Background: an optimization exercise with open tools, aiming at small area. Do not read the settings as production practice. In this exercise RTL edits were held to simulation tests only and were not proved equivalent to the original. Power and IR drop assume default switching activity.

==> branch juniper <==
// cic_filter
module cic_filter #(
    parameter INPUT_WIDTH  = 5,
    parameter R            = 16,
    parameter N            = 15,
    parameter M            = 1,
    parameter INTERNAL_WIDTH = INPUT_WIDTH + N * $clog2(R*M)
)(
    input  wire                          clk,
    input  wire                          rst_n,
    input  wire                          in_valid,
    input  wire signed [INPUT_WIDTH-1:0] in_data,
    output reg                           out_valid,
    output wire signed [INTERNAL_WIDTH-1:0] out_data
);
    localparam W  = INTERNAL_WIDTH;    
    localparam NS = 3;                 
    localparam L  = N;                 
    localparam S0 = 22, S1 = 22, S2 = W - S0 - S1;
    function integer LO(input integer s);
        LO = (s == 0) ? 0 : (s == 1) ? S0 : S0 + S1;
    endfunction
    function integer SW(input integer s);
        SW = (s == 0) ? S0 : (s == 1) ? S1 : S2;
    endfunction
    genvar s, k;
    reg [NS-1:1] gd;          
    wire [NS-1:0] g = {gd, in_valid};
    reg [NS-1:1] gsign;       
    reg [3:0]    cnt;         
    wire ev0 = in_valid & (cnt == R-1);    
    reg [NS-1:1] ev;          
    always @(posedge clk or negedge rst_n) begin
        if (!rst_n) begin
            gd <= 0;
            gsign <= 0;
            ev <= 0;
            cnt <= 0;
        end else begin
            gd <= g[NS-2:0];
            gsign <= {gsign[NS-2:1], in_valid & in_data[INPUT_WIDTH-1]};
            ev <= {ev[NS-2:1], ev0};
            if (in_valid) cnt <= cnt + 1'b1;
        end
    end
    reg  [N*W-1:0]  integ;
    reg  [N*NS-1:0] icarry;    
    generate
  ...
make LEC_CHECK=0 CAP_MARGIN=20 CORE_MARGIN=2 CORE_UTILIZATION=45 SLEW_MARGIN=20 finish   # period 15.0 ns
run.sh (not shown) runs the stock make flow with config.mk's settings and CLKGATE_MAP_FILE= SYNTH_SCRIPT=/design/flow/synth_recipe.tcl, a recipe that flattens the netlist after the stock synthesis.
==> inputs of branch yarrow, as changes to branch juniper <==
==> flow/design.v (replaced) <==
module cic_filter #(
    parameter INPUT_WIDTH  = 5,
    parameter R            = 16,
    parameter N            = 15,
    parameter M            = 1,
    parameter INTERNAL_WIDTH = INPUT_WIDTH + N * $clog2(R*M)
)(
    input  wire                          clk,
    input  wire                          rst_n,
    input  wire                          in_valid,
    input  wire signed [INPUT_WIDTH-1:0] in_data,
    output reg                           out_valid,
    output wire signed [INTERNAL_WIDTH-1:0] out_data
);
    localparam W  = INTERNAL_WIDTH;    
    localparam NS = 3;                 
    localparam L  = N;                 
    localparam S0 = 22, S1 = 22, S2 = W - S0 - S1;
    function integer LO(input integer s);
        LO = (s == 0) ? 0 : (s == 1) ? S0 : S0 + S1;
    endfunction
    function integer SW(input integer s);
        SW = (s == 0) ? S0 : (s == 1) ? S1 : S2;
    endfunction
    genvar s, k;
    reg  [INPUT_WIDTH-1:0] xr;       
    reg  [NS-1:0] g;                 
    reg  [NS-1:0] gn;                
    reg  [NS-1:1] gsign;             
    reg  [3:0]    cnt;               
    wire ev0 = g[0] & (cnt == R-1);  
    reg  [NS-1:1] ev;                
    always @(posedge clk or negedge rst_n) begin
        if (!rst_n) begin
            xr <= 0;
            g <= 0;
            gn <= {NS{1'b1}};
            gsign <= 0;
            ev <= 0;
            cnt <= 0;
        end else begin
            xr <= in_valid ? in_data : {INPUT_WIDTH{1'b0}};
            g <= {g[NS-2:0], in_valid};
            gn <= {gn[NS-2:0], ~in_valid};
            gsign <= {gsign[NS-2:1], xr[INPUT_WIDTH-1]};
            ev <= {ev[NS-2:1], ev0};
            if (g[0]) cnt <= cnt + 1'b1;
        end
    end
    reg  [N*W-1:0]  integ;
    reg  [N*NS-1:0] icarry;    
    generate
        for (s = 0; s < NS; s = s + 1) begin : iseg
            for (k = 0; k < N; k = k + 1) begin : istage
                wire [SW(s)-1:0] addend;
                wire             cin;
                if (k == 0) begin : first
                    if (s == 0)
                        assign addend = {{(SW(0)-INPUT_WIDTH){xr[INPUT_WIDTH-1]}}, xr};
                    else
                        assign addend = {SW(s){gsign[s]}};
                end else begin : rest
                    assign addend = ~(integ[(k-1)*W+LO(s) +: SW(s)] | {SW(s){gn[s]}});
                end
                if (s == 0) begin : c0
                    assign cin = (k == 0) ? 1'b0 : g[0];
                end else begin : cn
                    assign cin = icarry[k*NS+s];
                end
                wire [SW(s):0] sum;
                cic_rca #(.WIDTH(SW(s))) add (.a(integ[k*W+LO(s) +: SW(s)]), .b(addend), .ci(cin), .s(sum));
                always @(posedge clk or negedge rst_n) begin
                    if (!rst_n) begin
                        integ[k*W+LO(s) +: SW(s)] <= 0;
                    end else begin
                        integ[k*W+LO(s) +: SW(s)] <= sum[SW(s)-1:0];
                    end
                end
                if (s < NS-1) begin : cout
                    always @(posedge clk or negedge rst_n) begin
                        if (!rst_n) icarry[k*NS+s+1] <= 1'b0;
                        else        icarry[k*NS+s+1] <= sum[SW(s)];
                    end
                end
            end
        end
    endgenerate
    reg [W-1:0] dlat;
    generate
        for (s = 0; s < NS; s = s + 1) begin : dseg
            wire le;
            if (s == 0) begin : l0
                assign le = ev0;
            end else begin : ln
                assign le = ev[s];
            end
            always @(posedge clk) begin
                if (le) dlat[LO(s) +: SW(s)] <= integ[(N-1)*W+LO(s) +: SW(s)];
            end
        end
    endgenerate
    reg [3:0] ph;         
    reg       dpend;      
    reg       busy;       
    reg       started;    
    wire step0  = (ph == 0) & dpend;
    wire proc0  = (ph == 0) ? dpend : busy;
    wire last0  = (ph == L-1) & busy;
    wire pre0   = ~started;
    always @(posedge clk or negedge rst_n) begin
        if (!rst_n) begin
            ph <= 0;
            dpend <= 0;
            busy <= 0;
            started <= 0;
        end else begin
            ph <= (ph == L-1) ? 4'd0 : ph + 1'b1;
            if (ev0) dpend <= 1'b1;
            else if (ph == 0) dpend <= 1'b0;
            if (ph == 0) busy <= dpend;
            else if (ph == L-1) busy <= 1'b0;
            if (step0) started <= 1'b1;
        end
    end
    reg [NS-1:1] step_d, proc_d, last_d, pre_d;
    always @(posedge clk or negedge rst_n) begin
        if (!rst_n) begin
            step_d <= 0; proc_d <= 0; last_d <= 0; pre_d <= {(NS-1){1'b1}};
        end else begin
            step_d  <= {step_d[NS-2:1],  step0};
            proc_d  <= {proc_d[NS-2:1],  proc0};
            last_d  <= {last_d[NS-2:1],  last0};
            pre_d   <= {pre_d[NS-2:1],   pre0};
        end
    end
    reg  [L*W-1:0] rp;    
    reg  [L*W-1:0] rq;    
    reg  [W-1:0] acc;           
    reg  [NS-1:1] ccarry;       
    wire [W-1:0] p_in;          
    wire [W-1:0] q_in;          
    wire [W-1:0] q_new;         
    generate
        for (s = 0; s < NS; s = s + 1) begin : cseg
            wire st, pr, la, pz, cin;
            if (s == 0) begin : c0
                assign st = step0; assign pr = proc0; assign la = last0; assign pz = pre0;
                assign cin = 1'b1;
            end else begin : cn
                assign st = step_d[s]; assign pr = proc_d[s]; assign la = last_d[s]; assign pz = pre_d[s];
                assign cin = ccarry[s];
            end
            wire [SW(s)-1:0] src  = st ? dlat[LO(s) +: SW(s)] : acc[LO(s) +: SW(s)];
            wire [SW(s)-1:0] pnot = ~rp[LO(s) +: SW(s)];
            wire [SW(s):0]   dif;
            cic_rca #(.WIDTH(SW(s))) sub (.a(src), .b(pnot), .ci(cin), .s(dif));
            assign p_in[LO(s) +: SW(s)] = pr ? src : pz ? {SW(s){1'b0}} : rp[LO(s) +: SW(s)];
            wire [SW(s)-1:0] qshift = proc0 ? rq[W+LO(s) +: SW(s)] :
                                      pre0  ? {SW(s){1'b0}} : rq[LO(s) +: SW(s)];
            if (s == 0) begin : q0
                assign q_in[LO(s) +: SW(s)]  = la ? dif[SW(s)-1:0] : qshift;
                assign q_new[LO(s) +: SW(s)] = {SW(s){1'b0}};
            end else begin : qn
                assign q_in[LO(s) +: SW(s)]  = qshift;
                assign q_new[LO(s) +: SW(s)] = la ? dif[SW(s)-1:0] : rq[(L-s)*W+LO(s) +: SW(s)];
            end
            always @(posedge clk) begin
                acc[LO(s) +: SW(s)] <= dif[SW(s)-1:0];
            end
            if (s < NS-1) begin : cout
                always @(posedge clk) ccarry[s+1] <= dif[SW(s)];
            end
        end
    endgenerate
    always @(posedge clk) begin
        rp <= {p_in, rp[L*W-1:W]};
    end
    generate
        for (k = 0; k < L; k = k + 1) begin : qpos
            for (s = 0; s < NS; s = s + 1) begin : qseg
                always @(posedge clk) begin
                    if (k == L-1)
                        rq[k*W+LO(s) +: SW(s)] <= q_in[LO(s) +: SW(s)];
                    else if (s > 0 && k == L-1-s)
                        rq[k*W+LO(s) +: SW(s)] <= q_new[LO(s) +: SW(s)];
                    else
                        rq[k*W+LO(s) +: SW(s)] <= rq[(k+1)*W+LO(s) +: SW(s)];
                end
            end
        end
    endgenerate
    wire step0_next = (ph == L-1) & (dpend | ev0);
    always @(posedge clk or negedge rst_n) begin
        if (!rst_n) out_valid <= 1'b0;
        else        out_valid <= step0_next;
    end
    assign out_data = rq[W-1:0];
endmodule
module cic_rca #(
    parameter WIDTH = 8
)(
    input  wire [WIDTH-1:0] a,
    input  wire [WIDTH-1:0] b,
    input  wire             ci,
    output wire [WIDTH:0]   s
);
    wire [WIDTH:0] c;
    assign c[0] = ci;
    genvar i;
    generate
        for (i = 0; i < WIDTH; i = i + 1) begin : fa
            assign s[i]   = a[i] ^ b[i] ^ c[i];
            assign c[i+1] = (a[i] & b[i]) | (a[i] & c[i]) | (b[i] & c[i]);
        end
    endgenerate
    assign s[WIDTH] = c[WIDTH];
endmodule
==> flow/flow/run.sh (new file) <==
#!/bin/bash
# The standard layout (standard.sh), with two changes:
#  - clock tree synthesis uses larger sink clusters and adds no dummy loads;
#  - the port buffers are the smallest buffer cell.
# Each tool's full output is in the ORFS logs under orfs/logs; make's own
# output is in standard.log.
export CTS_ARGS="-sink_clustering_enable -repair_clock_nets -dont_use_dummy_load -buf_list sky130_fd_sc_hd__clkbuf_8 -sink_clustering_size 20 -sink_clustering_max_diameter 60"
export BUFFER_PORTS_ARGS="-buffer_cell sky130_fd_sc_hd__buf_1"
bash standard.sh > standard.log 2>&1
==> flow/standard.sh (new file) <==
#!/bin/bash
# synth_recipe.tcl (not shown) runs the flow's synth.tcl, then flattens the netlist and writes it again
# the make line also repeats each setting of config.mk as NAME=value (left out here)
make -C /OpenROAD-flow-scripts/flow DESIGN_CONFIG=/design/flow/config.mk WORK_HOME=/design/flow/orfs CLKGATE_MAP_FILE= SYNTH_SCRIPT=/design/flow/synth_recipe.tcl "${@:-finish}"
Settings changed: CORE_UTILIZATION 45 to 70, CTS_BUF_LIST set to sky130_fd_sc_hd__clkbuf_8, GPL_ROUTABILITY_DRIVEN set to 0, GPL_TIMING_DRIVEN set to 0, PLACE_DENSITY set to 0.72.
removed: flow/run.sh
==> notes <==
In sequential power, branch juniper and branch yarrow hardly differ. Combinational power: branch yarrow is larger than branch juniper (9.0%). Against branch juniper, the register-to-register slack of branch yarrow is higher by 1.4 ns. Of branch yarrow and branch juniper, branch yarrow has the higher core utilization (gap 23 points). Against branch yarrow, the design area of branch juniper is larger by 12%. Area after synthesis: branch juniper is larger than branch yarrow (about 4%). In branch yarrow the count of clock-buffer cells in the layout is lower than in branch juniper, by 285. In branch juniper the first-iteration DRC count is larger than in branch yarrow, by 39%. In branch juniper the setup slack is lower than in branch yarrow, by 1.4 ns. Clock power: branch yarrow is lower than branch juniper (57%). Global-route usage: branch juniper is lower than branch yarrow (9.1 points).

==> what the ideal ports hide <==
No port has a modelled driver above. Below, the same layouts with a new extraction and two added sets of constraints.
Step 1 (the two cells are an assumption about what drives the block):
set clk [get_ports {clk}]
set_driving_cell -lib_cell sky130_fd_sc_hd__clkbuf_16 $clk
set_driving_cell -lib_cell sky130_fd_sc_hd__buf_2 [delete_from_list [all_inputs] $clk]
Step 2 also shifts input and output timing later by t, the mid clock arrival at the registers, as if the neighbouring blocks saw the same clock.
a / b / c = no drivers / after step 1 / after step 2; a / b = the first two.
run | shift t [ns] | setup slack, ns | worst hold slack (ns) | slew at the worst register clock pin (ns) | worst data-port slew with drivers (ns)
branch juniper | 0.962 | 1.840 / 1.840 / 1.840 | 0.268 / 0.268 / 0.268 | 0.07 / 0.07 | 0.06
branch yarrow | 0.958 | 3.213 / 3.213 / 3.213 | 0.268 / 0.268 / 0.268 | 0.12 / 0.12 | 0.03
After both steps setup and hold are still met in every run listed.
